This is an optimization exercise on Yosys and OpenROAD, whose aim is small area, not a production implementation.
Only simulation tests tie the RTL to the original design; equivalence was not proved.
Power is estimated from default activity; no workload was simulated.

===== design/flow/config.mk =====
export PLATFORM = sky130hd
export DESIGN_NAME = driver
export DESIGN_NICKNAME = driver
export VERILOG_FILES = /design/flow/design.v
export SDC_FILE = /design/flow/constraint.sdc
export NUM_CORES = 4
export LEC_CHECK = 0
export CAP_MARGIN = 20
export CORE_MARGIN = 2
export CORE_UTILIZATION = 70
export GPL_TIMING_DRIVEN = 0
export PLACE_DENSITY = 0.85
export SLEW_MARGIN = 20

===== design/flow/flow/abc.script =====
strash
dch -f
amap
topo
upsize -D 3400
dnsize -D 3400

===== design/flow/standard.sh =====
#!/bin/bash
# synth_recipe.tcl (not shown) runs the flow's synth.tcl, then flattens the netlist and writes it again
# the make line also repeats each setting of config.mk as NAME=value (left out here)
make -C /OpenROAD-flow-scripts/flow DESIGN_CONFIG=/design/flow/config.mk WORK_HOME=/design/flow/orfs CLKGATE_MAP_FILE= SYNTH_SCRIPT=/design/flow/synth_recipe.tcl "${@:-finish}"

===== design/flow/design.v =====
module coord_list(
    input clk,
    input rst,
    input NE1,
    input NWE,
    input [2:0] ADDR,
    input [7:0] DATA,
    output reg [9:0] xc,
    output reg xn,
    output reg [9:0] yc,
    output reg [1:0] col
);
    wire we = ~NE1 & ~NWE;
    wire [7:0] d = rst ? 8'd0 : DATA;
    wire [1:0] hi = (d[3] | d[2]) ? 2'd3 : d[1:0];
    always @(posedge clk) begin
        if (rst | (we & (ADDR == 3'd2))) xc[7:0] <= d;
        if (rst | (we & (ADDR == 3'd3))) begin
            xc[9:8] <= hi;
            xn <= d[4];
        end
        if (rst | (we & (ADDR == 3'd4))) yc[7:0] <= d;
        if (rst | (we & (ADDR == 3'd5))) yc[9:8] <= hi;
        if (rst | (we & (ADDR == 3'd1))) col <= d[1:0];
    end
endmodule
module driver(
    input clk,
    input rst,
    input NE1,
    input NWE,
    input [2:0] ADDR,
    input [7:0] DATA,
    output r,
    output g,
    output b,
    output h_sync,
    output v_sync
);
    wire [9:0] xc, yc;
    wire xn;
    wire [1:0] col;
    coord_list regs(
        .clk(clk), .rst(rst), .NE1(NE1), .NWE(NWE), .ADDR(ADDR), .DATA(DATA),
        .xc(xc), .xn(xn), .yc(yc), .col(col)
    );
    reg [9:0] hc, vc;
    reg p, m;
    reg [1:0] cc;
    wire [9:0] hc_n, vc_n;
    wire p_n, m_n;
    wire [1:0] cc_n;
    core c(
        .rst(rst), .hc(hc), .vc(vc), .xc(xc), .xn(xn), .yc(yc), .col(col),
        .p(p), .m(m), .cc(cc),
        .hc_n(hc_n), .vc_n(vc_n), .p_n(p_n), .m_n(m_n), .cc_n(cc_n),
        .h_sync(h_sync), .v_sync(v_sync), .r(r), .g(g), .b(b)
    );
    always @(posedge clk) begin
        hc <= hc_n;
        vc <= vc_n;
        p <= p_n;
        m <= m_n;
        cc <= cc_n;
    end
endmodule
module core(
    input rst,
    input [9:0] hc, input [9:0] vc,
    input [9:0] xc, input xn, input [9:0] yc, input [1:0] col,
    input p, input m, input [1:0] cc,
    output [9:0] hc_n, output [9:0] vc_n,
    output p_n, output m_n, output [1:0] cc_n,
    output h_sync, output v_sync,
    output r, output g, output b
);
  wire new_n79, new_n80, new_n81, new_n83, new_n84, new_n85, new_n87,
    new_n88, new_n89, new_n91, new_n92, new_n93, new_n95, new_n96, new_n97,
    new_n98, new_n99, new_n100, new_n102, new_n103, new_n104, new_n106,
    new_n107, new_n108, new_n110, new_n111, new_n112, new_n114, new_n116,
    new_n117, new_n118, new_n119, new_n120, new_n121, new_n122, new_n124,
    new_n125, new_n126, new_n128, new_n129, new_n130, new_n132, new_n133,
    new_n134, new_n136, new_n137, new_n138, new_n140, new_n141, new_n142,
    new_n144, new_n145, new_n146, new_n147, new_n149, new_n150, new_n151,
    new_n153, new_n154, new_n155, new_n157, new_n159, new_n160, new_n161,
    new_n162, new_n163, new_n164, new_n165, new_n166, new_n167, new_n168,
    new_n169, new_n170, new_n171, new_n172, new_n173, new_n174, new_n175,
    new_n176, new_n177, new_n178, new_n179, new_n180, new_n181, new_n182,
    new_n183, new_n184, new_n185, new_n186, new_n187, new_n188, new_n189,
    new_n190, new_n191, new_n192, new_n193, new_n194, new_n195, new_n196,
    new_n197, new_n198, new_n199, new_n200, new_n201, new_n202, new_n203,
    new_n204, new_n205, new_n206, new_n207, new_n208, new_n209, new_n210,
    new_n211, new_n212, new_n213, new_n214, new_n215, new_n216, new_n217,
    new_n218, new_n219, new_n220, new_n221, new_n222, new_n223, new_n224,
    new_n225, new_n226, new_n227, new_n228, new_n229, new_n230, new_n231,
    new_n232, new_n233, new_n234, new_n235, new_n236, new_n237, new_n238,
    new_n239, new_n240, new_n241, new_n242, new_n243, new_n244, new_n245,
    new_n246, new_n247, new_n248, new_n249, new_n250, new_n251, new_n252,
    new_n253, new_n254, new_n255, new_n256, new_n257, new_n258, new_n259,
    new_n260, new_n261, new_n262, new_n263, new_n264, new_n265, new_n266,
    new_n267, new_n268, new_n269, new_n270, new_n271, new_n272, new_n273,
    new_n274, new_n275, new_n276, new_n277, new_n278, new_n279, new_n280,
    new_n281, new_n282, new_n283, new_n284, new_n285, new_n286, new_n287,
    new_n288, new_n289, new_n290, new_n291, new_n292, new_n293, new_n294,
    new_n295, new_n296, new_n297, new_n298, new_n299, new_n300, new_n301,
    new_n302, new_n303, new_n304, new_n305, new_n306, new_n307, new_n308,
    new_n309, new_n310, new_n311, new_n312, new_n313, new_n314, new_n315,
    new_n316, new_n317, new_n318, new_n319, new_n320, new_n321, new_n322,
    new_n323, new_n324, new_n325, new_n326, new_n327, new_n328, new_n329,
    new_n330, new_n331, new_n332, new_n333, new_n334, new_n335, new_n336,
    new_n337, new_n338, new_n339, new_n340, new_n341, new_n342, new_n343,
    new_n344, new_n345, new_n346, new_n347, new_n348, new_n349, new_n350,
    new_n351, new_n352, new_n353, new_n354, new_n355, new_n356, new_n357,
    new_n358, new_n359, new_n360, new_n361, new_n362, new_n363, new_n364,
    new_n365, new_n366, new_n367, new_n368, new_n369, new_n370, new_n371,
    new_n372, new_n373, new_n374, new_n375, new_n376, new_n377, new_n378,
    new_n379, new_n380, new_n381, new_n382, new_n383, new_n384, new_n385,
    new_n386, new_n387, new_n388, new_n389, new_n390, new_n391, new_n392,
    new_n393, new_n394, new_n395, new_n396, new_n397, new_n398, new_n399,
    new_n400, new_n401, new_n402, new_n403, new_n404, new_n405, new_n406,
    new_n407, new_n408, new_n409, new_n410, new_n411, new_n412, new_n413,
    new_n414, new_n415, new_n416, new_n417, new_n418, new_n419, new_n420,
    new_n421, new_n422, new_n423, new_n424, new_n425, new_n426, new_n427,
    new_n428, new_n429, new_n430, new_n431, new_n432, new_n433, new_n434,
    new_n435, new_n436, new_n437, new_n438, new_n439, new_n440, new_n441,
    new_n442, new_n443, new_n444, new_n445, new_n446, new_n447, new_n448,
    new_n449, new_n450, new_n451, new_n452, new_n453, new_n454, new_n455,
    new_n456, new_n457, new_n458, new_n459, new_n460, new_n461, new_n462,
    new_n463, new_n464, new_n465, new_n466, new_n467, new_n468, new_n469,
    new_n470, new_n471, new_n472, new_n473, new_n474, new_n475, new_n476,
    new_n478, new_n479, new_n480, new_n481, new_n482, new_n483, new_n484,
    new_n486, new_n489, new_n490, new_n491, new_n492, new_n493, new_n494,
    new_n495, new_n496, new_n497, new_n499, new_n500, new_n501, new_n502,
    new_n503, new_n504, new_n505, new_n506, new_n507, new_n508, new_n509,
    new_n510, new_n513;
  assign hc_n[0] = rst | ~hc[0];
  assign new_n79 = hc[0] & hc[1];
  assign new_n80 = ~hc[0] & ~hc[1];
  assign new_n81 = ~rst & ~new_n80;
  assign hc_n[1] = ~new_n79 & new_n81;
  assign new_n83 = ~hc[2] & ~new_n79;
  assign new_n84 = hc[2] & new_n79;
  assign new_n85 = ~rst & ~new_n84;
  assign hc_n[2] = ~new_n83 & new_n85;
  assign new_n87 = ~hc[3] & ~new_n84;
  assign new_n88 = hc[3] & new_n84;
  assign new_n89 = ~rst & ~new_n88;
  assign hc_n[3] = ~new_n87 & new_n89;
  assign new_n91 = ~hc[4] & ~new_n88;
  assign new_n92 = hc[4] & new_n88;
  assign new_n93 = ~rst & ~new_n92;
  assign hc_n[4] = ~new_n91 & new_n93;
  assign new_n95 = hc[8] & hc[9];
  assign new_n96 = new_n92 & new_n95;
  assign new_n97 = ~rst & ~new_n96;
  assign new_n98 = ~hc[5] & ~new_n92;
  assign new_n99 = hc[5] & new_n92;
  assign new_n100 = ~new_n98 & ~new_n99;
  assign hc_n[5] = new_n97 & new_n100;
  assign new_n102 = hc[6] & new_n99;
  assign new_n103 = ~hc[6] & ~new_n99;
  assign new_n104 = new_n97 & ~new_n103;
  assign hc_n[6] = ~new_n102 & new_n104;
  assign new_n106 = hc[7] & new_n102;
  assign new_n107 = ~hc[7] & ~new_n102;
  assign new_n108 = new_n97 & ~new_n107;
  assign hc_n[7] = ~new_n106 & new_n108;
  assign new_n110 = hc[8] & new_n106;
  assign new_n111 = ~hc[8] & ~new_n106;
  assign new_n112 = new_n97 & ~new_n111;
  assign hc_n[8] = ~new_n110 & new_n112;
  assign new_n114 = ~hc[9] & ~new_n110;
  assign hc_n[9] = new_n97 & ~new_n114;
  assign new_n116 = vc[2] & vc[3];
  assign new_n117 = vc[9] & new_n116;
  assign new_n118 = new_n96 & new_n117;
  assign new_n119 = ~rst & ~new_n118;
  assign new_n120 = vc[0] & new_n96;
  assign new_n121 = ~vc[0] & ~new_n96;
  assign new_n122 = ~new_n120 & ~new_n121;
  assign vc_n[0] = new_n119 & new_n122;
  assign new_n124 = vc[1] & new_n120;
  assign new_n125 = ~vc[1] & ~new_n120;
  assign new_n126 = new_n119 & ~new_n125;
  assign vc_n[1] = ~new_n124 & new_n126;
  assign new_n128 = ~vc[2] & ~new_n124;
  assign new_n129 = vc[2] & new_n124;
  assign new_n130 = new_n119 & ~new_n129;
  assign vc_n[2] = ~new_n128 & new_n130;
  assign new_n132 = ~vc[3] & ~new_n129;
  assign new_n133 = vc[3] & new_n129;
  assign new_n134 = new_n119 & ~new_n133;
  assign vc_n[3] = ~new_n132 & new_n134;
  assign new_n136 = ~vc[4] & ~new_n133;
  assign new_n137 = vc[4] & new_n133;
  assign new_n138 = new_n119 & ~new_n137;
  assign vc_n[4] = ~new_n136 & new_n138;
  assign new_n140 = ~vc[5] & ~new_n137;
  assign new_n141 = vc[5] & new_n137;
  assign new_n142 = new_n119 & ~new_n141;
  assign vc_n[5] = ~new_n140 & new_n142;
  assign new_n144 = ~vc[6] & ~new_n141;
  assign new_n145 = vc[5] & vc[6];
  assign new_n146 = new_n137 & new_n145;
  assign new_n147 = new_n119 & ~new_n146;
  assign vc_n[6] = ~new_n144 & new_n147;
  assign new_n149 = ~vc[7] & ~new_n146;
  assign new_n150 = vc[7] & new_n146;
  assign new_n151 = new_n119 & ~new_n150;
  assign vc_n[7] = ~new_n149 & new_n151;
  assign new_n153 = ~vc[8] & ~new_n150;
  assign new_n154 = vc[8] & new_n150;
  assign new_n155 = new_n119 & ~new_n154;
  assign vc_n[8] = ~new_n153 & new_n155;
  assign new_n157 = ~vc[9] & ~new_n154;
  assign vc_n[9] = new_n119 & ~new_n157;
  assign new_n159 = ~hc[5] & ~new_n95;
  assign new_n160 = xc[5] & new_n159;
  assign new_n161 = hc[4] & ~new_n95;
  assign new_n162 = xc[4] & ~new_n161;
  assign new_n163 = ~xc[4] & new_n161;
  assign new_n164 = ~new_n162 & ~new_n163;
  assign new_n165 = ~hc[3] & xc[3];
  assign new_n166 = hc[3] & ~xc[3];
  assign new_n167 = ~hc[2] & xc[2];
  assign new_n168 = hc[2] & ~xc[2];
  assign new_n169 = ~hc[1] & xc[1];
  assign new_n170 = hc[1] & ~xc[1];
  assign new_n171 = ~hc[0] & xc[0];
  assign new_n172 = ~new_n170 & new_n171;
  assign new_n173 = ~new_n169 & ~new_n172;
  assign new_n174 = ~new_n168 & ~new_n173;
  assign new_n175 = ~new_n167 & ~new_n174;
  assign new_n176 = ~new_n166 & ~new_n175;
  assign new_n177 = ~new_n165 & ~new_n176;
  assign new_n178 = new_n164 & ~new_n177;
  assign new_n179 = ~new_n162 & ~new_n178;
  assign new_n180 = ~xc[5] & ~new_n159;
  assign new_n181 = ~new_n160 & ~new_n180;
  assign new_n182 = ~new_n179 & new_n181;
  assign new_n183 = ~new_n160 & ~new_n182;
  assign new_n184 = hc[6] & ~xc[6];
  assign new_n185 = new_n183 & new_n184;
  assign new_n186 = xc[6] & ~new_n183;
  assign new_n187 = ~new_n185 & ~new_n186;
  assign new_n188 = xc[7] & ~new_n187;
  assign new_n189 = ~hc[6] & xc[6];
  assign new_n190 = new_n183 & new_n189;
  assign new_n191 = ~new_n184 & ~new_n189;
  assign new_n192 = ~new_n183 & new_n191;
  assign new_n193 = ~new_n190 & ~new_n192;
  assign new_n194 = ~new_n188 & new_n193;
  assign new_n195 = hc[8] & ~hc[9];
  assign new_n196 = xc[8] & ~new_n195;
  assign new_n197 = ~xc[8] & new_n195;
  assign new_n198 = ~new_n196 & ~new_n197;
  assign new_n199 = new_n194 & new_n198;
  assign new_n200 = ~new_n194 & ~new_n198;
  assign new_n201 = ~new_n199 & ~new_n200;
  assign new_n202 = ~new_n169 & ~new_n170;
  assign new_n203 = hc[0] & ~xc[0];
  assign new_n204 = ~new_n171 & ~new_n203;
  assign new_n205 = new_n202 & new_n204;
  assign new_n206 = ~new_n167 & ~new_n168;
  assign new_n207 = new_n173 & ~new_n205;
  assign new_n208 = new_n201 & new_n207;
  assign new_n209 = ~new_n173 & ~new_n201;
  assign new_n210 = ~new_n208 & ~new_n209;
  assign new_n211 = new_n206 & new_n210;
  assign new_n212 = ~new_n206 & ~new_n210;
  assign new_n213 = ~new_n211 & ~new_n212;
  assign new_n214 = new_n205 & ~new_n213;
  assign new_n215 = new_n201 & ~new_n214;
  assign new_n216 = ~new_n165 & ~new_n166;
  assign new_n217 = new_n175 & new_n216;
  assign new_n218 = ~new_n175 & ~new_n216;
  assign new_n219 = ~new_n217 & ~new_n218;
  assign new_n220 = new_n215 & ~new_n219;
  assign new_n221 = ~new_n215 & new_n219;
  assign new_n222 = ~new_n220 & ~new_n221;
  assign new_n223 = new_n201 & ~new_n202;
  assign new_n224 = ~new_n201 & new_n202;
  assign new_n225 = ~new_n223 & ~new_n224;
  assign new_n226 = new_n171 & ~new_n225;
  assign new_n227 = new_n203 & new_n225;
  assign new_n228 = ~new_n226 & ~new_n227;
  assign new_n229 = ~new_n213 & new_n228;
  assign new_n230 = new_n213 & ~new_n228;
  assign new_n231 = vc[0] & ~yc[0];
  assign new_n232 = vc[1] & ~yc[1];
  assign new_n233 = ~vc[1] & yc[1];
  assign new_n234 = ~new_n232 & ~new_n233;
  assign new_n235 = vc[3] & ~vc[9];
  assign new_n236 = yc[3] & ~new_n235;
  assign new_n237 = ~vc[0] & yc[0];
  assign new_n238 = ~new_n233 & ~new_n237;
  assign new_n239 = ~new_n232 & ~new_n238;
  assign new_n240 = yc[2] & new_n239;
  assign new_n241 = vc[2] & ~vc[9];
  assign new_n242 = ~yc[2] & ~new_n239;
  assign new_n243 = ~new_n240 & ~new_n242;
  assign new_n244 = ~new_n241 & new_n243;
  assign new_n245 = ~new_n240 & ~new_n244;
  assign new_n246 = ~yc[3] & new_n235;
  assign new_n247 = ~new_n236 & ~new_n246;
  assign new_n248 = ~new_n245 & new_n247;
  assign new_n249 = ~new_n236 & ~new_n248;
  assign new_n250 = ~vc[5] & ~vc[9];
  assign new_n251 = yc[5] & new_n250;
  assign new_n252 = ~yc[5] & ~new_n250;
  assign new_n253 = ~new_n251 & ~new_n252;
  assign new_n254 = ~vc[4] & yc[4];
  assign new_n255 = vc[4] & ~yc[4];
  assign new_n256 = ~new_n254 & ~new_n255;
  assign new_n257 = new_n253 & new_n256;
  assign new_n258 = new_n249 & new_n257;
  assign new_n259 = ~new_n252 & ~new_n255;
  assign new_n260 = ~new_n251 & ~new_n259;
  assign new_n261 = ~new_n258 & ~new_n260;
  assign new_n262 = vc[6] & ~yc[6];
  assign new_n263 = ~vc[6] & yc[6];
  assign new_n264 = ~new_n262 & ~new_n263;
  assign new_n265 = new_n261 & ~new_n264;
  assign new_n266 = ~new_n261 & new_n264;
  assign new_n267 = ~new_n265 & ~new_n266;
  assign new_n268 = ~new_n234 & new_n267;
  assign new_n269 = new_n234 & ~new_n267;
  assign new_n270 = ~new_n268 & ~new_n269;
  assign new_n271 = new_n231 & new_n270;
  assign new_n272 = new_n237 & ~new_n270;
  assign new_n273 = ~new_n271 & ~new_n272;
  assign new_n274 = ~new_n230 & new_n273;
  assign new_n275 = ~new_n229 & new_n274;
  assign new_n276 = new_n245 & ~new_n247;
  assign new_n277 = ~new_n248 & ~new_n276;
  assign new_n278 = new_n241 & ~new_n243;
  assign new_n279 = ~new_n244 & ~new_n278;
  assign new_n280 = ~new_n231 & ~new_n237;
  assign new_n281 = new_n234 & new_n280;
  assign new_n282 = new_n279 & new_n281;
  assign new_n283 = new_n267 & ~new_n282;
  assign new_n284 = ~new_n277 & new_n283;
  assign new_n285 = new_n277 & ~new_n283;
  assign new_n286 = ~new_n284 & ~new_n285;
  assign new_n287 = new_n213 & new_n286;
  assign new_n288 = new_n267 & ~new_n281;
  assign new_n289 = ~new_n279 & ~new_n288;
  assign new_n290 = new_n279 & new_n288;
  assign new_n291 = ~new_n289 & ~new_n290;
  assign new_n292 = ~new_n202 & new_n204;
  assign new_n293 = ~new_n273 & ~new_n292;
  assign new_n294 = new_n291 & ~new_n293;
  assign new_n295 = new_n287 & new_n294;
  assign new_n296 = ~new_n275 & new_n295;
  assign new_n297 = new_n222 & ~new_n296;
  assign new_n298 = ~new_n286 & ~new_n291;
  assign new_n299 = ~new_n273 & new_n298;
  assign new_n300 = new_n230 & new_n299;
  assign new_n301 = new_n297 & ~new_n300;
  assign new_n302 = new_n287 & ~new_n291;
  assign new_n303 = new_n203 & ~new_n225;
  assign new_n304 = new_n171 & new_n225;
  assign new_n305 = ~new_n273 & ~new_n304;
  assign new_n306 = ~new_n303 & new_n305;
  assign new_n307 = new_n273 & ~new_n292;
  assign new_n308 = ~new_n306 & ~new_n307;
  assign new_n309 = new_n302 & new_n308;
  assign new_n310 = new_n301 & ~new_n309;
  assign new_n311 = ~new_n249 & ~new_n267;
  assign new_n312 = new_n277 & new_n282;
  assign new_n313 = new_n249 & ~new_n312;
  assign new_n314 = new_n267 & new_n313;
  assign new_n315 = ~new_n311 & ~new_n314;
  assign new_n316 = new_n253 & new_n267;
  assign new_n317 = ~new_n253 & ~new_n267;
  assign new_n318 = ~new_n316 & ~new_n317;
  assign new_n319 = new_n254 & ~new_n318;
  assign new_n320 = new_n255 & new_n318;
  assign new_n321 = ~new_n319 & ~new_n320;
  assign new_n322 = ~new_n315 & new_n321;
  assign new_n323 = ~new_n257 & new_n315;
  assign new_n324 = ~new_n322 & ~new_n323;
  assign new_n325 = ~new_n310 & new_n324;
  assign new_n326 = ~new_n286 & new_n291;
  assign new_n327 = new_n237 & new_n270;
  assign new_n328 = new_n231 & ~new_n270;
  assign new_n329 = ~new_n327 & ~new_n328;
  assign new_n330 = new_n205 & ~new_n329;
  assign new_n331 = new_n228 & new_n281;
  assign new_n332 = ~new_n205 & new_n331;
  assign new_n333 = ~new_n330 & ~new_n332;
  assign new_n334 = ~new_n308 & ~new_n333;
  assign new_n335 = ~new_n281 & new_n329;
  assign new_n336 = new_n275 & new_n335;
  assign new_n337 = new_n230 & ~new_n329;
  assign new_n338 = new_n229 & ~new_n273;
  assign new_n339 = ~new_n337 & ~new_n338;
  assign new_n340 = ~new_n336 & new_n339;
  assign new_n341 = new_n205 & ~new_n340;
  assign new_n342 = ~new_n334 & ~new_n341;
  assign new_n343 = new_n326 & ~new_n342;
  assign new_n344 = new_n213 & ~new_n343;
  assign new_n345 = ~new_n253 & new_n256;
  assign new_n346 = ~new_n315 & ~new_n345;
  assign new_n347 = new_n315 & new_n321;
  assign new_n348 = ~new_n346 & ~new_n347;
  assign new_n349 = ~new_n281 & ~new_n308;
  assign new_n350 = new_n298 & ~new_n331;
  assign new_n351 = ~new_n349 & new_n350;
  assign new_n352 = ~new_n273 & new_n326;
  assign new_n353 = ~new_n213 & ~new_n352;
  assign new_n354 = ~new_n229 & ~new_n353;
  assign new_n355 = ~new_n277 & new_n282;
  assign new_n356 = new_n205 & new_n355;
  assign new_n357 = ~new_n354 & ~new_n356;
  assign new_n358 = ~new_n351 & new_n357;
  assign new_n359 = new_n348 & ~new_n358;
  assign new_n360 = ~new_n344 & new_n359;
  assign new_n361 = ~new_n325 & ~new_n360;
  assign new_n362 = ~new_n286 & ~new_n299;
  assign new_n363 = new_n214 & new_n362;
  assign new_n364 = ~new_n222 & ~new_n363;
  assign new_n365 = ~new_n361 & ~new_n364;
  assign new_n366 = new_n179 & ~new_n181;
  assign new_n367 = ~new_n182 & ~new_n366;
  assign new_n368 = ~new_n164 & new_n177;
  assign new_n369 = ~new_n178 & ~new_n368;
  assign new_n370 = new_n214 & new_n216;
  assign new_n371 = new_n201 & ~new_n370;
  assign new_n372 = new_n369 & ~new_n371;
  assign new_n373 = new_n201 & ~new_n372;
  assign new_n374 = new_n367 & ~new_n373;
  assign new_n375 = ~new_n367 & new_n373;
  assign new_n376 = ~new_n374 & ~new_n375;
  assign new_n377 = ~new_n365 & new_n376;
  assign new_n378 = new_n214 & new_n312;
  assign new_n379 = ~new_n222 & ~new_n378;
  assign new_n380 = new_n255 & ~new_n318;
  assign new_n381 = new_n254 & new_n318;
  assign new_n382 = ~new_n315 & ~new_n381;
  assign new_n383 = ~new_n380 & new_n382;
  assign new_n384 = new_n315 & ~new_n345;
  assign new_n385 = ~new_n383 & ~new_n384;
  assign new_n386 = ~new_n379 & new_n385;
  assign new_n387 = ~new_n205 & ~new_n340;
  assign new_n388 = new_n286 & ~new_n291;
  assign new_n389 = ~new_n213 & new_n388;
  assign new_n390 = new_n387 & new_n389;
  assign new_n391 = ~new_n281 & new_n296;
  assign new_n392 = new_n302 & new_n334;
  assign new_n393 = ~new_n391 & ~new_n392;
  assign new_n394 = ~new_n390 & new_n393;
  assign new_n395 = new_n348 & ~new_n394;
  assign new_n396 = ~new_n386 & ~new_n395;
  assign new_n397 = new_n298 & ~new_n333;
  assign new_n398 = ~new_n354 & ~new_n397;
  assign new_n399 = new_n326 & new_n387;
  assign new_n400 = new_n205 & new_n352;
  assign new_n401 = new_n213 & ~new_n400;
  assign new_n402 = ~new_n399 & new_n401;
  assign new_n403 = ~new_n398 & ~new_n402;
  assign new_n404 = new_n222 & ~new_n403;
  assign new_n405 = ~new_n396 & ~new_n404;
  assign new_n406 = ~new_n369 & new_n371;
  assign new_n407 = ~new_n372 & ~new_n406;
  assign new_n408 = ~new_n405 & new_n407;
  assign new_n409 = new_n298 & ~new_n340;
  assign new_n410 = ~new_n297 & ~new_n409;
  assign new_n411 = new_n301 & ~new_n355;
  assign new_n412 = new_n385 & ~new_n411;
  assign new_n413 = ~new_n410 & new_n412;
  assign new_n414 = new_n367 & new_n369;
  assign new_n415 = ~new_n367 & ~new_n369;
  assign new_n416 = ~new_n370 & new_n415;
  assign new_n417 = ~new_n414 & ~new_n416;
  assign new_n418 = ~new_n413 & ~new_n417;
  assign new_n419 = new_n370 & new_n414;
  assign new_n420 = xn & ~new_n419;
  assign new_n421 = new_n183 & ~new_n191;
  assign new_n422 = ~hc[7] & ~xc[7];
  assign new_n423 = hc[7] & xc[7];
  assign new_n424 = ~new_n422 & ~new_n423;
  assign new_n425 = ~new_n184 & ~new_n424;
  assign new_n426 = ~new_n183 & new_n425;
  assign new_n427 = ~new_n189 & new_n424;
  assign new_n428 = ~new_n426 & ~new_n427;
  assign new_n429 = ~new_n421 & new_n428;
  assign new_n430 = ~new_n420 & new_n429;
  assign new_n431 = ~new_n201 & ~new_n430;
  assign new_n432 = ~hc[8] & hc[9];
  assign new_n433 = ~new_n197 & ~new_n432;
  assign new_n434 = ~xc[9] & ~new_n433;
  assign new_n435 = ~new_n200 & new_n434;
  assign new_n436 = new_n193 & ~new_n424;
  assign new_n437 = ~new_n185 & new_n424;
  assign new_n438 = ~new_n414 & ~new_n437;
  assign new_n439 = ~new_n436 & new_n438;
  assign new_n440 = ~new_n434 & ~new_n439;
  assign new_n441 = ~new_n199 & new_n440;
  assign new_n442 = vc[7] & ~yc[7];
  assign new_n443 = vc[8] & ~yc[8];
  assign new_n444 = ~vc[8] & yc[8];
  assign new_n445 = ~new_n443 & ~new_n444;
  assign new_n446 = ~vc[7] & yc[7];
  assign new_n447 = new_n445 & ~new_n446;
  assign new_n448 = ~new_n442 & new_n447;
  assign new_n449 = ~new_n262 & new_n448;
  assign new_n450 = ~new_n442 & ~new_n445;
  assign new_n451 = ~yc[6] & ~new_n447;
  assign new_n452 = ~new_n450 & new_n451;
  assign new_n453 = ~new_n449 & ~new_n452;
  assign new_n454 = ~new_n261 & new_n453;
  assign new_n455 = ~new_n263 & new_n448;
  assign new_n456 = ~new_n445 & ~new_n446;
  assign new_n457 = ~new_n442 & ~new_n443;
  assign new_n458 = new_n263 & ~new_n457;
  assign new_n459 = ~new_n456 & new_n458;
  assign new_n460 = new_n260 & ~new_n264;
  assign new_n461 = ~new_n459 & ~new_n460;
  assign new_n462 = ~new_n455 & new_n461;
  assign new_n463 = xc[9] & new_n433;
  assign new_n464 = ~yc[7] & new_n443;
  assign new_n465 = ~yc[9] & new_n464;
  assign new_n466 = yc[9] & ~new_n464;
  assign new_n467 = ~rst & ~new_n466;
  assign new_n468 = ~new_n465 & new_n467;
  assign new_n469 = ~new_n463 & new_n468;
  assign new_n470 = ~new_n462 & new_n469;
  assign new_n471 = ~new_n454 & new_n470;
  assign new_n472 = ~new_n441 & new_n471;
  assign new_n473 = ~new_n435 & new_n472;
  assign new_n474 = ~new_n431 & new_n473;
  assign new_n475 = ~new_n418 & new_n474;
  assign new_n476 = ~new_n408 & new_n475;
  assign p_n = ~new_n377 & new_n476;
  assign new_n478 = ~hc[7] & ~hc[8];
  assign new_n479 = hc[9] & ~new_n478;
  assign new_n480 = vc[7] & vc[8];
  assign new_n481 = new_n145 & new_n480;
  assign new_n482 = ~rst & ~vc[9];
  assign new_n483 = p & new_n482;
  assign new_n484 = ~new_n481 & new_n483;
  assign m_n = ~new_n479 & new_n484;
  assign new_n486 = ~rst & m;
  assign cc_n[0] = col[0] & new_n486;
  assign cc_n[1] = col[1] & new_n486;
  assign new_n489 = ~hc[1] & ~hc[2];
  assign new_n490 = ~hc[3] & new_n489;
  assign new_n491 = hc[4] & ~new_n490;
  assign new_n492 = ~hc[5] & ~hc[6];
  assign new_n493 = ~new_n491 & new_n492;
  assign new_n494 = hc[5] & hc[6];
  assign new_n495 = new_n491 & new_n494;
  assign new_n496 = hc[7] & new_n432;
  assign new_n497 = ~new_n495 & new_n496;
  assign h_sync = new_n493 | ~new_n497;
  assign new_n499 = ~hc[4] & ~hc[9];
  assign new_n500 = ~vc[0] & new_n499;
  assign new_n501 = new_n478 & new_n492;
  assign new_n502 = new_n500 & new_n501;
  assign new_n503 = new_n490 & new_n502;
  assign new_n504 = ~vc[1] & vc[2];
  assign new_n505 = new_n503 & ~new_n504;
  assign new_n506 = vc[1] & ~vc[2];
  assign new_n507 = ~new_n503 & ~new_n506;
  assign new_n508 = ~vc[4] & new_n235;
  assign new_n509 = new_n481 & new_n508;
  assign new_n510 = ~new_n507 & new_n509;
  assign v_sync = new_n505 | ~new_n510;
  assign r = cc[0] & cc[1];
  assign new_n513 = ~cc[0] & ~cc[1];
  assign g = ~r & ~new_n513;
  assign b = cc[0] & ~cc[1];
endmodule

===== design/flow/constraint.sdc =====
create_clock -name core_clock -period 5.0 [get_ports {clk}]
set_input_delay 1.0000 -clock core_clock [delete_from_list [all_inputs] [get_ports {clk}]]
set_output_delay 1.0000 -clock core_clock [all_outputs]
set_load 0.01 [all_outputs]

===== design/flow/flow/run.sh =====
#!/bin/bash
# Own layout flow: the standard ORFS flow (standard.sh), with these
# changes only:
#  - synthesis is the standard script, but ABC maps with flow/abc.script
#    (area-oriented) and the full-adder extraction step is skipped; the
#    flip-flops are mapped before ABC exactly as in the standard synthesis;
#  - port buffers use the smallest buffer (buf_1);
#  - clock tree synthesis inserts no dummy loads.
set -euo pipefail
W=$PWD
sed "s#log_cmd abc {\*}\$abc_args#log_cmd abc -script $W/flow/abc.script {*}[lrange \$abc_args 2 end]#" \
    "$FLOW_HOME/scripts/synth.tcl" > "$W/synth_mod.tcl"
grep -q "flow/abc.script" "$W/synth_mod.tcl"
sed "s#\$::env(SCRIPTS_DIR)/synth.tcl#$W/synth_mod.tcl#" "$W/synth_recipe.tcl" > "$W/my_synth.tcl"
grep -q "synth_mod.tcl" "$W/my_synth.tcl"
sed "s#SYNTH_SCRIPT=[^ ]*#SYNTH_SCRIPT=$W/my_synth.tcl#" "$W/standard.sh" > "$W/my_standard.sh"
grep -q "my_synth.tcl" "$W/my_standard.sh"
CTS="-sink_clustering_enable -repair_clock_nets -dont_use_dummy_load"
[ -f "$W/flow/cts_args" ] && CTS="$(cat "$W/flow/cts_args")"
bash "$W/my_standard.sh" ADDER_MAP_FILE= \
    "BUFFER_PORTS_ARGS=-buffer_cell sky130_fd_sc_hd__buf_1" \
    "CTS_ARGS=$CTS" \
    finish > "$W/flow_make.log" 2>&1

==> notes.md, run 1 <==
- The worst setup path is captured at a register.
- The net count reported at finish is 437.
- The count of pins over their slew limit came to 0.
- The total power divided by cell area is 289 nW/um^2.
- The final critical delay including setup and external delays is 4.54 ns.
- TritonCTS built the clock tree.
- The count of buffers added by post-CTS timing repair for setup is 0.
- The detailed router placed 2,786 vias in this run.
- The largest stage delay on the critical path is 0.44 ns.
- The number of antenna violations at the first check in global routing was 0.
- Of all nets on the critical path, the largest fanout is 7.
- The most critical setup path has its startpoint at regs.xc[0].
- Sorting the synthesized cells by how often they occur yields 88 x nor2_1, 51 x clkinv_1, 31 x nand2_1, 24 x dfxtp_1, 23 x edfxtp_1.
- The iteration-0 DRC count of the detailed router is 180.
- The critical path's slowest cell is edfxtp_1.
- The clock skew is ~0.012 ns.
- The first-pass GRT wire length is approximately 11,000 um.
- Clock-pin slew was measured on the worst setup and hold paths at 0.08 ns.
- The worst max-slew margin expressed relative to the limit is 44.6%.
- The total iterations of the first detailed-routing run is 5.
- Detailed routing placed a total of 3020 um of wire on met2.
- In the final routed layout, each cell accounts on average for 13.7 um.
- The flow ran to the end and the layout has no timing, DRC or antenna violations.
- The primary flip-flop cell chosen by synthesis mapping is dfxtp_1.
- The width of the chip is 69.5 um.
- After filler insertion, the fill cell instance count of the layout stands at 288.
- The net count after synthesis is 411.
- The launch point of the worst hold path is hc[0].
- The final-report setup violation count is 0.
- For this run, the total global-route usage over all layers was measured as 27.7%.
- The kind of launch point of the worst setup path is a register.
- The placer's final routability congestion estimate is approximately 0.9.
- For this design the top-level I/O count stands at 20.
- The maximum number of pins on one net before global-route repair is 17.
- Among all cell types in the netlist, the one instantiated most often is nor2_1.
- The number of H-tree levels is 2.
- The number of endpoints with negative hold slack in the final report is 0.
- The total routed wirelength is roughly 6400 um.
- The floorplan step set the die height to 69.5 um.
- The capturing point of the worst reg2reg path is p.
- In this run the static leakage power is between 0.001 and 0.0015 uW.
- The area growth from synthesis to layout is 7.13%.
- The mean area per synthesized cell is 7.58 um^2.
- Summed over all nets, wire length on met3 after detailed routing comes to 323 um.
- The unique cell type count in the Yosys netlist is slightly below 50.
- After layout, the worst path uses 90.7% of the clock period.
- For this block, wires on met1 add up to 3050 um.
- The most repeated library cell on the critical path is o21ai_2.
- Synthesis handed over a netlist of 396 instances.
- The measured slew at the worst slew-check pin is 0.826 ns.
- The async set-or-reset flop fraction in the synthesized netlist is 0%.
- The critical path required time is 5.18 ns.
- The classification of the worst setup path is register to register.
- The synthesis-stage register bit count is 47.
- The post-route netlist has 9.76% of its cells at a drive strength greater than 1.
- For this run, design rule violations remaining after detail routing come to 0.
- The count of flip-flops with a built-in enable after synthesis is 23.
- Setup repair after global routing left no endpoint under its margin.
- The path class of the tightest hold or removal check is register to register.
- The total grt overflow is 0.
- The number of cells on the worst reg-to-reg path is 30.
- The area of the die is 4830 um^2.
- The worst-skew pair later-pin latency is between 0.2 and 0.3 ns.
- VDD sags by at most 231 uV.
- The via-per-instance ratio is 5.93.
- Counting instances, the worst hold path has a depth of 1.
- The slack of the worst reg-to-reg path is 0.46 ns.
- The number of antenna diodes in the final layout is 0.
- The TritonCTS buffer count is 5.
- The highest layer touched by signal routing is met4.
- The core region is 4060 um^2.
- The wire-length estimate of the detail-placed layout is 5130 um.
- The highest achievable clock rate is 220 MHz.
- The number of global-route vias before repair is roughly 2,500.
- The share of Yosys cell area claimed by the top area cell type is 23.0%.
- The root buffer cell chosen for the clock tree is clkbuf_8.
- The accumulated negative setup slack is 0 ns.
- The count of buffers added on input and output ports is 19.
- The sequential fraction of the synthesis area is 39.0%.
- The cell taking the most area after synthesis is edfxtp_1.
- Data arrives at the worst endpoint at 4.72 ns.
- The starting utilization of the core area is roughly three quarters.
- The longest clock path from root to sink contains 2 buffers.
- The antenna violation net count after detailed routing is 0.
- The row count is 23.
- The synthesized cell area is around 3000 um^2.
- The tool flagged a number of max-cap violations equal to 0.
- The number of synthesis warnings is 2.
- Overall power consumption after layout is estimated at roughly 930 uW.
- Ranked by total cell area, the synthesized netlist is headed by edfxtp_1 23%, dfxtp_1 16%, nor2_1 11%.
- The startpoint identified for the worst register-to-register timing path is regs.xc[0].
- The number of clock sinks is 47.
- The worst hold path terminates at hc[0].
critical path: cells and delay by family (launching register included):
family	cells	cell delay [ns]
AOI/OAI and AO/OA	13	1.94
and+or+nand+nor	15	1.89
DFF	1	0.44
buffers and inverters	2	0.18
how the worst max path moves through the flow:
stage          to  slack, ns  cells after the start
2_1_floorplan   p        1.0                     30
3_3_place_gp    p       0.54                     23
3_5_place_dp    p       0.46                     23
4_1_cts         p       0.44                     23
5_1_grt         p       0.05                     23
6_report        p       0.46                     30
where the power goes:
part | switching [uW] | internal (uW)
Clock | 115 | 90.4
Sequential | 13.0 | 426
Combinational | 183 | 103
Total | 310 | 619
registers in the layout (all words and copies together) (netlist names):
| name | cells |
|---|---|
| hc | 10 |
| regs.xc | 10 |
| regs.yc | 10 |
| vc | 10 |
| cc | 2 |
| regs.col | 2 |
| m | 1 |
| p | 1 |
| regs.xn | 1 |
routing by layer:
layer  GRT usage, %  vias up
met2           46.5       76
met1           36.8     1259
met3           5.81        4
met5              0        -
li1               -     1447
met4           6.75        0
cell usage in the layout (no fill, tap or decap), drive strengths merged, types with 7 or more instances in the layout:
| cell | n |
|---|---|
| buf | 19 |
| nand2 | 36 |
| nor2 | 91 |
| o22ai | 21 |
| clkinv | 51 |
| nand3 | 9 |
| inv | 11 |
| a21oi | 14 |
| o21ai | 29 |
| edfxtp | 23 |
| nor2b | 14 |
| a211oi | 10 |
| nor3 | 15 |
| dfxtp | 24 |
| a31oi | 7 |
cells by family after synthesis:
kind of cell,count (synthesis),share of synthesized area [%]
compound gates,104,24.3
buf+inv,62,7.84
flops,47,39.0
simple gates,183,28.8
cell type report:
type / count / area [um^2] / share of cell area, %
Clock buffer: 5 / 68.8 / 2.14
Timing Repair Buffer: 19 / 71.3 / 2.22
Sequential cell: 47 / 1170 / 36.4
Inverter: 62 / 235 / 7.32
Multi-Input combinational cell: 287 / 1610 / 49.9
Tap cell: 50 / 62.6 / 1.95
repair_timing:
| action | in CTS | in global routing |
|---|---|---|
| hold buffers | 0 | 0 |
| setup endpoints to repair | 0 | 1 |
| gates resized for setup | 0 | 2 |
stage by stage:
stage                     util [%]  setup slack (ns)  area, um^2  cells  hold slack, ns
final                         79.2             0.463        3210    470           0.407
after global routing          79.2            0.0505        3210    470           0.442
after CTS                     79.1             0.442        3210    470           0.409
after detailed placement      77.4             0.455        3140    465           0.390
after global placement        77.2             0.538        3130    465           0.387
after floorplan                  -             0.999        3000    396           0.378
==> run 2, diff against run 1 <==
==> design/flow/flow/cts_args (new file) <==
-sink_clustering_enable -repair_clock_nets -dont_use_dummy_load -buf_list sky130_fd_sc_hd__clkbuf_16 -root_buf sky130_fd_sc_hd__clkbuf_16 -sink_clustering_size 50 -sink_clustering_max_diameter 300
--- a/design/flow/config.mk
+++ b/design/flow/config.mk
@@ -7,7 +7,7 @@
 export LEC_CHECK = 0
 export CAP_MARGIN = 20
 export CORE_MARGIN = 2
-export CORE_UTILIZATION = 70
+export CORE_UTILIZATION = 55
 export GPL_TIMING_DRIVEN = 0
-export PLACE_DENSITY = 0.85
+export PLACE_DENSITY = 0.7
 export SLEW_MARGIN = 20
==> run 2 against run 1 <==
Compared with the run above: first-iteration DRC count down 29%; synthesized cell count unchanged; maximum frequency down 1.2%; via count down 2.5%; die area up 26%; setup slack worse by 0.054 ns; critical path type unchanged; critical endpoint unchanged; largest cell class unchanged.
==> notes.md, run 2 <==
- The run finished with no timing, DRC or antenna violations.
- The sequential fraction of the synthesis area is 39.0% (unchanged).
- The worst setup path is launched from a register.
- The row count is 26 (+13%).
- The number of H-tree levels is 2 (unchanged).
- By area, the combinational part of the netlist is dominated by simple AND/OR/NAND/NOR gates.
- The antenna violation net count after detailed routing is 0 (unchanged).
- The total power divided by cell area is 311 nW/um^2 (+7.4%).
- The total routed wirelength came to 6550 um (+1.8%).
- The critical-path maximum fanout is 7 (unchanged).
- The number of buffers on the longest clock path was 2 (unchanged).
- The number of endpoints with negative hold slack in the final report is 0 (unchanged).
- TritonCTS built the clock tree.
- The worst reg-to-reg path cell count was 30 (unchanged).
- The primary flip-flop cell chosen by synthesis mapping is dfxtp_1.
- The placer's final routability congestion estimate was 0.855 (-4.6%).
- The count of flip-flops with a built-in enable after synthesis was 23 (unchanged).
- The final-report setup violation count is 0 (unchanged).
- The starting utilization of the core area is 58.0% (-16 points).
- The TritonCTS buffer count is 5 (unchanged).
- The total iterations of the first detailed-routing run came to 4 (-1).
- The placed instance area was 3160 um^2 (+0.80%).
- The number of stages on the worst hold path is 1 (unchanged).
- The cell taking the most area after synthesis is edfxtp_1.
- The final critical delay including setup and external delays was 4.59 ns (+0.0539 ns).
- The clock skew came to 0.0189 ns (+0.00682 ns).
- The highest achievable clock rate is 218 MHz (-1.2%).
- In the layout the commonest cells are 88 x nor2_1, 51 x clkinv_1, 31 x nand2_1.
- The slack of the worst reg-to-reg path is 0.41 ns (-0.05 ns).
- The number of clock sinks is 47 (unchanged).
- The area of the die is 6060 um^2 (+26%).
- The iteration-0 DRC count of the detailed router was 128 (-29%).
- The measured slew at the worst slew-check pin was 0.848 ns (+0.0222 ns).
- The xor and xnor fraction of the mapped netlist area was 0% (unchanged).
- The number of vias after detailed routing came to 2,717 (-2.5%).
- The width of the chip is 77.9 um (+12%).
- The area growth from synthesis to final layout is 10.4%.
- The placed wire-length estimate after detailed placement is 5260 um (+2.6%).
- The critical path required time is 5.16 ns (-0.02 ns).
- The net count after synthesis was 411 (unchanged).
- The share of the clock period used by the worst path after layout is 91.8% (+1.1 points).
- The startpoint identified for the worst hold timing path is hc[0].
- The number of top-level pins was 20 (unchanged).
- The via-per-instance ratio is 5.54 (-6.5%).
- The unique cell type count in the Yosys netlist is 49 (unchanged).
- The global-route total usage across every layer is 23.3% (-4.4 points).
- The count of buffers from port buffering is 19 (unchanged).
- The leakage power was 0.00111 uW (+2.8%).
- The synthesized cell area is 3000 um^2 (unchanged).
- The library cell used most frequently in the layout, excluding fill and tap cells, is nor2_1.
- The worst register-to-register path ends at p.
- The launching instance or port of the critical path is regs.xc[0].
- The worst max-slew margin expressed relative to the limit is 43.1% (-1.5 points).
- The average wire per standard cell came to 13.4 um (-2.4%).
- The accumulated negative setup slack is 0 ns (unchanged).
- The count of buffers added by post-CTS timing repair for setup is 0 (unchanged).
- The number of global-route vias before repair was 2,444 (-2.4%).
- The post-route standard cell area excluding fillers is 3310 um^2 (+3.0%).
- The die height is 77.9 um (+12%).
- The maximum number of pins on one net before global-route repair is 18 (+1).
- The count of hold buffers inserted by post-cts repair is 0 (unchanged).
- The post-synthesis compound-gate area fraction is 24.3% (unchanged).
- The synthesized instance count was 396 (unchanged).
- The post-detailed-route DRC marker count came to 0 (unchanged).
- The antenna diode instance count is 0 (unchanged).
- The worst-skew pair later-pin latency was 0.29 ns (about the same).
- The multiplexer share of the synthesized area is 0% (unchanged).
- The post-CTS clock slew at the launch and capture registers of the worst setup and hold paths is 0.07 ns (about the same).
- The peak ir drop on the vdd network is 283 uV (+23%).
- The first-pass GRT wire length is 11,200 um (+2.5%).
- The largest stage delay on the critical path is 0.42 ns (-0.02 ns).
- The placeable core region is 5170 um^2 (+27%).
- The share of Yosys cell area claimed by the top area cell type is 23.0% (unchanged).
- The number of antenna violations at the first check in global routing came to 0 (unchanged).
- The kind of cell with the highest combined delay along the critical path is compound AO/OA/AOI/OAI gates.
- The mean area per synthesized cell was 7.58 um^2 (unchanged).
- The number of synthesis warnings came to 2 (unchanged).
- The total grt overflow is 0 (unchanged).
- In the post-synthesis netlist, the cell with the most instances is nor2_1.
- The critical path's slowest cell is edfxtp_1.
- The fraction of final layout cells with drive strength greater than 1 is 10.5% (+0.71 points).
- The most repeated library cell on the critical path is o21ai_2.
- The net count reported at finish is 437 (unchanged).
- The fraction of the mapped netlist area in adder cells is 0% (unchanged).
- Sorting the synthesized cells by area gives the leading types as edfxtp_1 23%, dfxtp_1 16%, nor2_1 11%.
- The async set-or-reset flop fraction in the synthesized netlist is 0% (unchanged).
- The path class of the tightest hold or removal check is register to register.
- The count of pins over their slew limit is 0 (unchanged).
- The number of max-cap violations was 0 (unchanged).
- In the synthesized netlist, the cells that appear most often are 88 x nor2_1, 51 x clkinv_1, 31 x nand2_1, 24 x dfxtp_1, 23 x edfxtp_1.
- The classification of the worst setup path is register to register.
- The buffering stage count on the worst path with inverters included is 2 (unchanged).
- The area fraction in and, or, nand and nor cells after synthesis is 28.8% (unchanged).
- Setup repair after global routing left no endpoint under its margin.
- For hold timing, the worst endpoint is hc[0].
- The minimum hold slack is 0.408 ns (+0.000947 ns).
- The capturing element type of the critical path is a register.
- The cell at the root of the clock tree is clkbuf_16.
- The worst register-to-register path begins at regs.xc[0].
- The endpoint arrival time on the critical path was 4.75 ns (+0.03 ns).
- The synthesis-stage register bit count is 47 (unchanged).
[run 2: cell counts after synthesis]
No cell type changed its count.
[run 2: metal layers]
metal / GRT usage (%) / share of wire (%)
met4: 5.18 / 0.96
met5: 0 / 0
met3: 4.42 / 4.7
met2: 37.6 / 46
met1: 32.5 / 49
[run 2: per-stage QoR]
stage / worst slack, ns / std cells / util (%) / power [uW]
after floorplan: 0.999 / 396 / - / 670
after global placement: 0.436 / 485 / 61.1 / 724
after detailed placement: 0.375 / 485 / 61.2 / 729
after CTS: 0.316 / 490 / 63.6 / 1030
after global routing: 0.0427 / 490 / 64.0 / 1090
final: 0.409 / 490 / 64.0 / 1030
[run 2: cells by family (layout without fill, tap and decap cells)]
group | after synthesis | count (layout)
buffers and inverters | 62 | 86
AOI/OAI and AO/OA | 104 | 104
and+or+nand+nor | 183 | 183
DFF | 47 | 47
[run 2: final cells by class]
class                   instances  area (um^2)
repair buffers                 19         71.3
inverters                      62          235
fillers                       460         1860
clock buffers                   5          125
multi-input cells             287         1620
well taps                      70         87.6
flip-flops and latches         47         1170
[run 2: timing repair]
item / in CTS / in global routing
hold endpoints to repair: 0 / 0
gates resized for setup: 0 / 5
setup endpoints to repair: 0 / 1
[run 2: worst reg2reg max path: cells and delay by family, from the launching register on]
kind                   cells  cell delay (ns)
AO/OA/AOI/OAI             13             1.95
AND/OR/NAND/NOR           15             1.89
flip-flops                 1             0.42
buffers and inverters      2             0.20
[run 2: how the worst max path moves through the flow]
stage,slack [ns],endpoint,cells past startpoint
2_1_floorplan,1.0,p,30
3_3_place_gp,0.44,p,23
3_5_place_dp,0.37,p,23
4_1_cts,0.32,p,23
5_1_grt,0.04,p,30
6_report,0.41,p,30
[run 2: power breakdown]
part           internal [uW]  switching (uW)  total, uW  leakage, uW
combinational            104             187        291     0.000636
sequential               427            12.9        440     0.000418
clock                    176             122        298    0.0000616
total                    707             321       1030      0.00111

-- re-timing with driven ports --
Ports are ideal in the flow. The routed layouts listed here were re-timed in OpenROAD. Step 1 (the two cells are an assumption about what drives the block):
set clk [get_ports {clk}]
set_driving_cell -lib_cell sky130_fd_sc_hd__clkbuf_16 $clk
set_driving_cell -lib_cell sky130_fd_sc_hd__buf_2 [delete_from_list [all_inputs] $clk]
Step 2 moves the port delays by t, midway between the first and last clock arrival at a register: inputs arrive t later, outputs are due t later. That takes back most of the time a late clock gives input paths. Three values: no drivers, after step 1, after step 2; two values: the first two.
run	shift t [ns]	setup WS [ns]	hold WS [ns]	worst register clock-pin slew, ns
run 1	0.315	0.463 / 0.463 / 0.463	0.407 / 0.407 / 0.407	0.08 / 0.08
run 2	0.314	0.409 / 0.409 / 0.409	0.408 / 0.408 / 0.408	0.07 / 0.07
After both steps setup and hold are still met in every run listed.
